What follows belongs to an exercise in optimizing a design on an open flow for small area; a production flow would make more cautious choices. In this exercise RTL edits were held to simulation tests only and were not proved equivalent to the original. Power figures rest on the tool's default switching activity, not on a simulated workload.

**flow/run.sh**
```bash
#!/bin/bash
# synth_recipe.tcl (not shown) runs the flow's synth.tcl, then flattens the netlist and writes it again
# the make line also repeats each setting of config.mk as NAME=value (left out here)
make -C /OpenROAD-flow-scripts/flow DESIGN_CONFIG=/design/flow/config.mk WORK_HOME=/design/flow/orfs CLKGATE_MAP_FILE= SYNTH_SCRIPT=/design/flow/synth_recipe.tcl finish
```
**flow/config.mk**
```make
export PLATFORM = sky130hd
export DESIGN_NAME = Top_module
export DESIGN_NICKNAME = Top_module
export VERILOG_FILES = /design/flow/design.v
export SDC_FILE = /design/flow/constraint.sdc
export NUM_CORES = 4
export LEC_CHECK = 0
export ABC_AREA = 1
export CAP_MARGIN = 20
export CORE_MARGIN = 2
export CORE_UTILIZATION = 40
export SLEW_MARGIN = 20
```
**flow/constraint.sdc**
```tcl
create_clock -name core_clock -period 10.0 [get_ports {clk}]
set_input_delay 2.0000 -clock core_clock [delete_from_list [all_inputs] [get_ports {clk}]]
set_output_delay 2.0000 -clock core_clock [all_outputs]
set_load 0.01 [all_outputs]
```
**flow/design.v**
```verilog
`timescale 1ns / 1ps
module Top_module(
input clk,
input rst,
input sw,
input btnC,
input btnU,
input btnR,
output [6:0] seg,
output [3:0] an,
output [7:0] led );
reg [1:0] a;
reg [2:0] c;
reg [3:0] b;
wire a3    = a[1] & a[0];
wire c2    = ~c[2] & c[1] & ~c[0];
wire ph9   = ~a[1] & a[0] & c2;            
wire ph11  = a3 & c2;                      
wire stick = a3 & b[1] & b[0];             
always @(posedge clk)
if (rst) begin
  a <= 2'd0;
  c <= 3'd0;
  b <= 4'd2;
end else begin
  a <= a + 2'd1;
  if (a3) begin
    c <= c[2] ? 3'd0 : c + 3'd1;
    b <= b + 4'd1;
  end
end
localparam NONE = 2'd0, CLR = 2'd1, MIN = 2'd2, HR = 2'd3;
reg c1, u1, r1;
reg [1:0] act;
always @(posedge clk)
if (rst) begin
  c1 <= 1'b0; u1 <= 1'b0; r1 <= 1'b0;
  act <= NONE;
end else if (ph9) begin
  c1 <= btnC; u1 <= btnU; r1 <= btnR;
  if (btnC & ~c1)      act <= CLR;
  else if (btnR & ~r1) act <= MIN;
  else if (btnU & ~u1) act <= HR;
  else                 act <= NONE;
end
reg [6:0] pre;
reg [2:0] st; reg [3:0] so;
reg [2:0] mt; reg [3:0] mo;
reg [1:0] ht; reg [3:0] ho;
wire clr    = (act == CLR);
wire do_min = ph11 & (act == MIN);
wire do_hr  = ph11 & (act == HR);
wire run    = sw & ~clr & ~do_min & ~do_hr;
wire pre_top = pre[6] & pre[5] & pre[1] & pre[0];    
wire so9 = so[3] & so[0];
wire st5 = st[2] & st[0];
wire mo9 = mo[3] & mo[0];
wire mt5 = mt[2] & mt[0];
wire ho9 = ho[3] & ho[0];
wire h23 = ht[1] & ho[1] & ho[0];
wire s_inc = run & pre_top;
wire m_inc = do_min | (s_inc & so9 & st5);
wire h_inc = do_hr | (s_inc & so9 & st5 & mo9 & mt5);
always @(posedge clk)
if (rst) begin
  pre <= 7'd0;
  st <= 3'd0; so <= 4'd0; mt <= 3'd0; mo <= 4'd0; ht <= 2'd0; ho <= 4'd0;
end else if (clr) begin
  st <= 3'd0; so <= 4'd0; mt <= 3'd0; mo <= 4'd0; ht <= 2'd0; ho <= 4'd0;
end else begin
  if (run) pre <= pre_top ? 7'd0 : pre + 7'd1;
  if (s_inc) begin
    so <= so9 ? 4'd0 : so + 4'd1;
    if (so9) st <= st5 ? 3'd0 : st + 3'd1;
  end
  if (m_inc) begin
    mo <= mo9 ? 4'd0 : mo + 4'd1;
    if (mo9) mt <= mt5 ? 3'd0 : mt + 3'd1;
  end
  if (h_inc) begin
    if (h23) begin
      ht <= 2'd0; ho <= 4'd0;
    end else begin
      ho <= ho9 ? 4'd0 : ho + 4'd1;
      if (ho9) ht <= ht + 2'd1;
    end
  end
end
assign led = {1'b0, st, so};
reg [3:0] d;
wire [1:0] pos = b[3:2];
reg [3:0] dsel;
always @(*)
case (pos)
  2'd0: dsel = {2'b00, ht};
  2'd1: dsel = ho;
  2'd2: dsel = {1'b0, mt};
  default: dsel = mo;
endcase
always @(posedge clk)
if (rst) d <= 4'd15;
else if (stick) d <= dsel;
wire idle = d[3] & d[2];    
wire d3 = d[3], d2 = d[2], d1 = d[1], d0 = d[0];
assign seg[6] = ~(d3 | (~d2 & ~d0) | (d2 & d0) | d1);
assign seg[5] = ~(~d2 | (~d1 & ~d0) | (d1 & d0));
assign seg[4] = ~((~d3 & d0) | d2 | (~d1 & ~d0));
assign seg[3] = (~d3 & ~d2 & ~d1 & d0) | (~d3 & d2 & d1 & d0) | (d2 & ~d1 & ~d0);
assign seg[2] = (~d3 & d0) | (d2 & ~d1);
assign seg[1] = ~(d3 | (d2 & ~d1) | (d2 & ~d0) | (~d1 & ~d0));
assign seg[0] = ~(d3 | (~d2 & d1) | (d2 & ~d1) | (d2 & ~d0));
assign an = idle ? 4'b0000 :
            (pos == 2'd1) ? 4'b0111 :
            (pos == 2'd2) ? 4'b1011 :
            (pos == 2'd3) ? 4'b1101 : 4'b1110;
endmodule
```
==> summary.txt <==
-- per-layer routing --
layer	vias to the layer above	global-route usage, %	routed length (µm)
li1	1089	-	-
met1	900	18.9	2190
met2	32	25.8	2050
met3	6	3.37	158
met4	0	5.08	62
met5	-	0	0
-- stage by stage --
| stage | cells | setup WS [ns] |
|---|---|---|
| 2_1_floorplan | 317 | 7.05 |
| 5_1_grt | 415 | 6.01 |
| 3_5_place_dp | 407 | 6.18 |
| 3_3_place_gp | 407 | 6.31 |
| 6_report | 415 | 6.24 |
| 4_1_cts | 415 | 6.22 |
-- path summary, 6_finish.rpt --
| path | depth (start not counted) | slack (ns) | to | from |
|---|---|---|---|---|
| setup reg to reg | 9 | 8.26 | pre[6]$_SDFFE_PP0P_ | a[0]$_SDFF_PP0_ |
| setup / recovery | 5 | 6.24 | seg[0] | d[1]$_SDFFE_PP1P_ |
| hold reg to reg | 2 | 0.46 | c1$_SDFFE_PP0P_ | c1$_SDFFE_PP0P_ |
| hold / removal | 2 | 0.46 | c1$_SDFFE_PP0P_ | c1$_SDFFE_PP0P_ |
-- registers in the layout, indices dropped and copies added, names as in the netlist --
signal,flops
d,4
c1,1
a,2
mt,3
mo,4
b,4
u1,1
st,3
act,2
pre,7
ht,2
r1,1
so,4
ho,4
c,3
-- cell families after synthesis --
family          synth area share [%]
buf+inv                         9.64
fa+ha+maj                       5.33
xor+xnor                        1.12
flops                           38.4
compound gates                  17.7
other cells                    0.160
simple gates                    27.7
-- cell usage after synthesis, types with 3 or more instances --
cell type,instances,share of area [%]
sky130_fd_sc_hd__nor2_1,34,5.4
sky130_fd_sc_hd__a211oi_1,3,0.96
sky130_fd_sc_hd__inv_1,48,7.7
sky130_fd_sc_hd__nand2_1,55,8.8
sky130_fd_sc_hd__o21ai_0,20,4.3
sky130_fd_sc_hd__a21oi_1,36,7.7
sky130_fd_sc_hd__nand3_1,16,3.4
sky130_fd_sc_hd__or2_2,3,0.80
sky130_fd_sc_hd__nand2_4,4,1.9
sky130_fd_sc_hd__o22ai_1,4,1.1
sky130_fd_sc_hd__nor3_1,3,0.64
sky130_fd_sc_hd__ha_1,10,5.3
sky130_fd_sc_hd__nand4_1,4,1.1
sky130_fd_sc_hd__dfxtp_1,45,38
-- power by group --
part           total [µW]  switching, µW  internal [µW]
sequential            184           2.19            182
clock                 142           60.9           81.5
combinational        16.5           9.89           6.60
total                 343           73.0            270
-- critical path: stages, from the launching register on --
cell and delay (ns):
sky130_fd_sc_hd__dfxtp_1 0.40, sky130_fd_sc_hd__inv_1 0.09, sky130_fd_sc_hd__o21ai_0 0.21, sky130_fd_sc_hd__nand2_1 0.10, sky130_fd_sc_hd__a21oi_1 0.12, sky130_fd_sc_hd__clkdlybuf4s50_1 0.54
-- cell type report --
type,count,area [µm²]
Timing Repair Buffer,23,230
Clock buffer,7,86.3
Fill cell,586,2820
Multi-Input combinational cell,216,1220
Inverter,51,198
Tap cell,72,90.1
Clock inverter,1,30.0
Sequential cell,45,901
==> summary.txt <==
# TYPE chip_impl_metric gauge
chip_impl_metric{name="power.total",unit="µW"} 343
chip_impl_metric{name="gp_congestion",unit=""} 0.789
chip_impl_metric{name="total_leakage_power",unit="µW"} 0.00119
chip_impl_metric{name="placed_instance_area",unit="µm²"} 2640
chip_impl_metric{name="final_area",unit="µm²"} 2760
chip_impl_metric{name="worst_ep_arrival_time",unit="ns"} 1.76
chip_impl_metric{name="cellPowerDensity",unit="nW/µm²"} 124
chip_impl_metric{name="drc",unit=""} 0
chip_impl_metric{name="clkTransAtPathRegs",unit="ns"} 0.09
chip_impl_metric{name="finalCritPeriodShare",unit="%"} 37.6
chip_impl_metric{name="fmax",unit="GHz"} 0.266
chip_impl_metric{name="worstSkewPairLatency",unit="ns"} 0.30
chip_impl_info{name="end_kind",value="output port"} 1
chip_impl_metric{name="final.setup.tns",unit="ns"} 0
chip_impl_metric{name="synth.ff_latch_count",unit=""} 45
chip_impl_info{name="final_cell_mix",value="55 x sky130_fd_sc_hd__nand2_1, 48 x sky130_fd_sc_hd__inv_1, 45 x sky130_fd_sc_hd__dfxtp_1"} 1
chip_impl_metric{name="placeableCoreArea",unit="µm²"} 5570
chip_impl_metric{name="period_needed",unit="ns"} 3.76
chip_impl_info{name="setup.worst_path.class",value="flop to output port"} 1
chip_impl_metric{name="slew_viol_final",unit=""} 0
chip_impl_metric{name="postLayoutCoreUtil",unit="%"} 49.5
chip_impl_metric{name="hpwlAfterDp",unit="µm"} 3390
chip_impl_metric{name="standard_cell_row_count",unit=""} 27
chip_impl_metric{name="gr_util_all_layers",unit="%"} 15.2
chip_impl_info{name="rsz0062_at_grt",value="false"} 1
chip_impl_metric{name="drt_iter0_drc",unit=""} 50
chip_impl_info{name="hold_path_class",value="flop to flop"} 1
chip_impl_metric{name="ys.warnings.count",unit=""} 1
chip_impl_metric{name="cts_made_buffers",unit=""} 5
chip_impl_metric{name="initial_utilization",unit="%"} 42.1
chip_impl_metric{name="drt-wirelength-per-cell",unit="µm"} 10.7
chip_impl_metric{name="flow.area_growth_from_synthesis",unit="%"} 17.4
chip_impl_metric{name="ioPinCount",unit=""} 25
chip_impl_metric{name="htree_levels",unit=""} 2
chip_impl_info{name="cp-start-kind",value="flop"} 1
chip_impl_metric{name="synth_edf_count",unit=""} 0
chip_impl_metric{name="hold_slack",unit="ns"} 0.457
chip_impl_metric{name="yosysUniqueCellTypes",unit=""} 39
chip_impl_info{name="tritoncts",value="built"} 1
chip_impl_metric{name="synthCells",unit=""} 317
chip_impl_metric{name="report.final.setup_viol",unit=""} 0
chip_impl_metric{name="global_route_wire_length_before_repair",unit="µm"} 7800
chip_impl_metric{name="grt_pass1_vias",unit=""} 1809
chip_impl_metric{name="final_hold_viol_count",unit=""} 0
chip_impl_info{name="ys.flop_type",value="sky130_fd_sc_hd__dfxtp_1"} 1
chip_impl_metric{name="grt_start_max_net_pins",unit=""} 15
chip_impl_metric{name="maxCapViolations",unit=""} 0
chip_impl_info{name="ctsRootBufferMaster",value="sky130_fd_sc_hd__clkbuf_8"} 1
chip_impl_metric{name="cts_setup_buffers",unit=""} 0
chip_impl_metric{name="drive_gt1_share",unit="%"} 7.58
chip_impl_metric{name="required_time_of_the_critical_path",unit="ns"} 8.00
chip_impl_metric{name="tritoncts_num_sinks",unit=""} 45
chip_impl_metric{name="finalNetCount",unit=""} 358
chip_impl_metric{name="synth_area_per_cell",unit="µm²"} 7.41
chip_impl_metric{name="globalRoute.totalOverflow",unit=""} 0
chip_impl_metric{name="cts.hold.buffers_added",unit=""} 0
chip_impl_metric{name="ys_seq_area_share",unit="%"} 38.4
chip_impl_metric{name="ctsResizeCount",unit=""} 0
chip_impl_info{name="mostFrequentLayoutCell",value="sky130_fd_sc_hd__nand2_1"} 1
chip_impl_metric{name="ir_worst_vdd",unit="mV"} 0.0700
chip_impl_info{name="run_status",value="timing/DRC/antenna clean"} 1
chip_impl_metric{name="worstPathMaxFanout",unit=""} 5
chip_impl_metric{name="number_of_iterations_in_the_first_detailed_routing_pass",unit=""} 4
chip_impl_metric{name="synthArstFlopShare",unit="%"} 0
chip_impl_metric{name="antenna_found_initial",unit=""} 0
chip_impl_metric{name="floorplan_die_area",unit="µm²"} 6500
chip_impl_metric{name="antenna_cells",unit=""} 0
chip_impl_metric{name="detailroute.via_count",unit=""} 2027
chip_impl_metric{name="fp.dieH",unit="µm"} 80.6
chip_impl_metric{name="detail_route.vias_per_cell",unit=""} 4.88
chip_impl_metric{name="synthesis.nets",unit=""} 333
chip_impl_metric{name="drt.antenna.violating_nets",unit=""} 0
chip_impl_metric{name="portBuffers",unit=""} 23
chip_impl_metric{name="synth.cell_area",unit="µm²"} 2350
chip_impl_metric{name="cts-root-to-sink-buffers",unit=""} 2
chip_impl_metric{name="final.setup_skew",unit="ns"} 0.00903
chip_impl_metric{name="chipWidth",unit="µm"} 80.6
chip_impl_metric{name="drt_wl_total",unit="µm"} 4460

## re-timing with driven ports
In the flow no input, the clock included, has a driving cell. The finished layout below was timed again as built, in two steps.
Step 1, drivers: a clkbuf_16 drives clk and a buf_2 each remaining input, both assumed.
Step 2 moves the port delays by t, midway between the first and last clock arrival at a register: inputs arrive t later, outputs are due t later. That takes back most of the time a late clock gives input paths.
Three values: ideal, step 1, step 2; two values: the first two.
t (ns): 0.320
slack for setup (ns): 6.241 / 6.213 / 6.217
hold slack, ns: 0.457 / 0.457 / 0.457
worst setup path at the end: input to register
latest minus earliest clock arrival (ns): 0.009 / 0.009
After both steps setup and hold are still met in this run. The setup slack of this run moves by -0.028 ns with the drivers and by -0.024 ns with both steps.
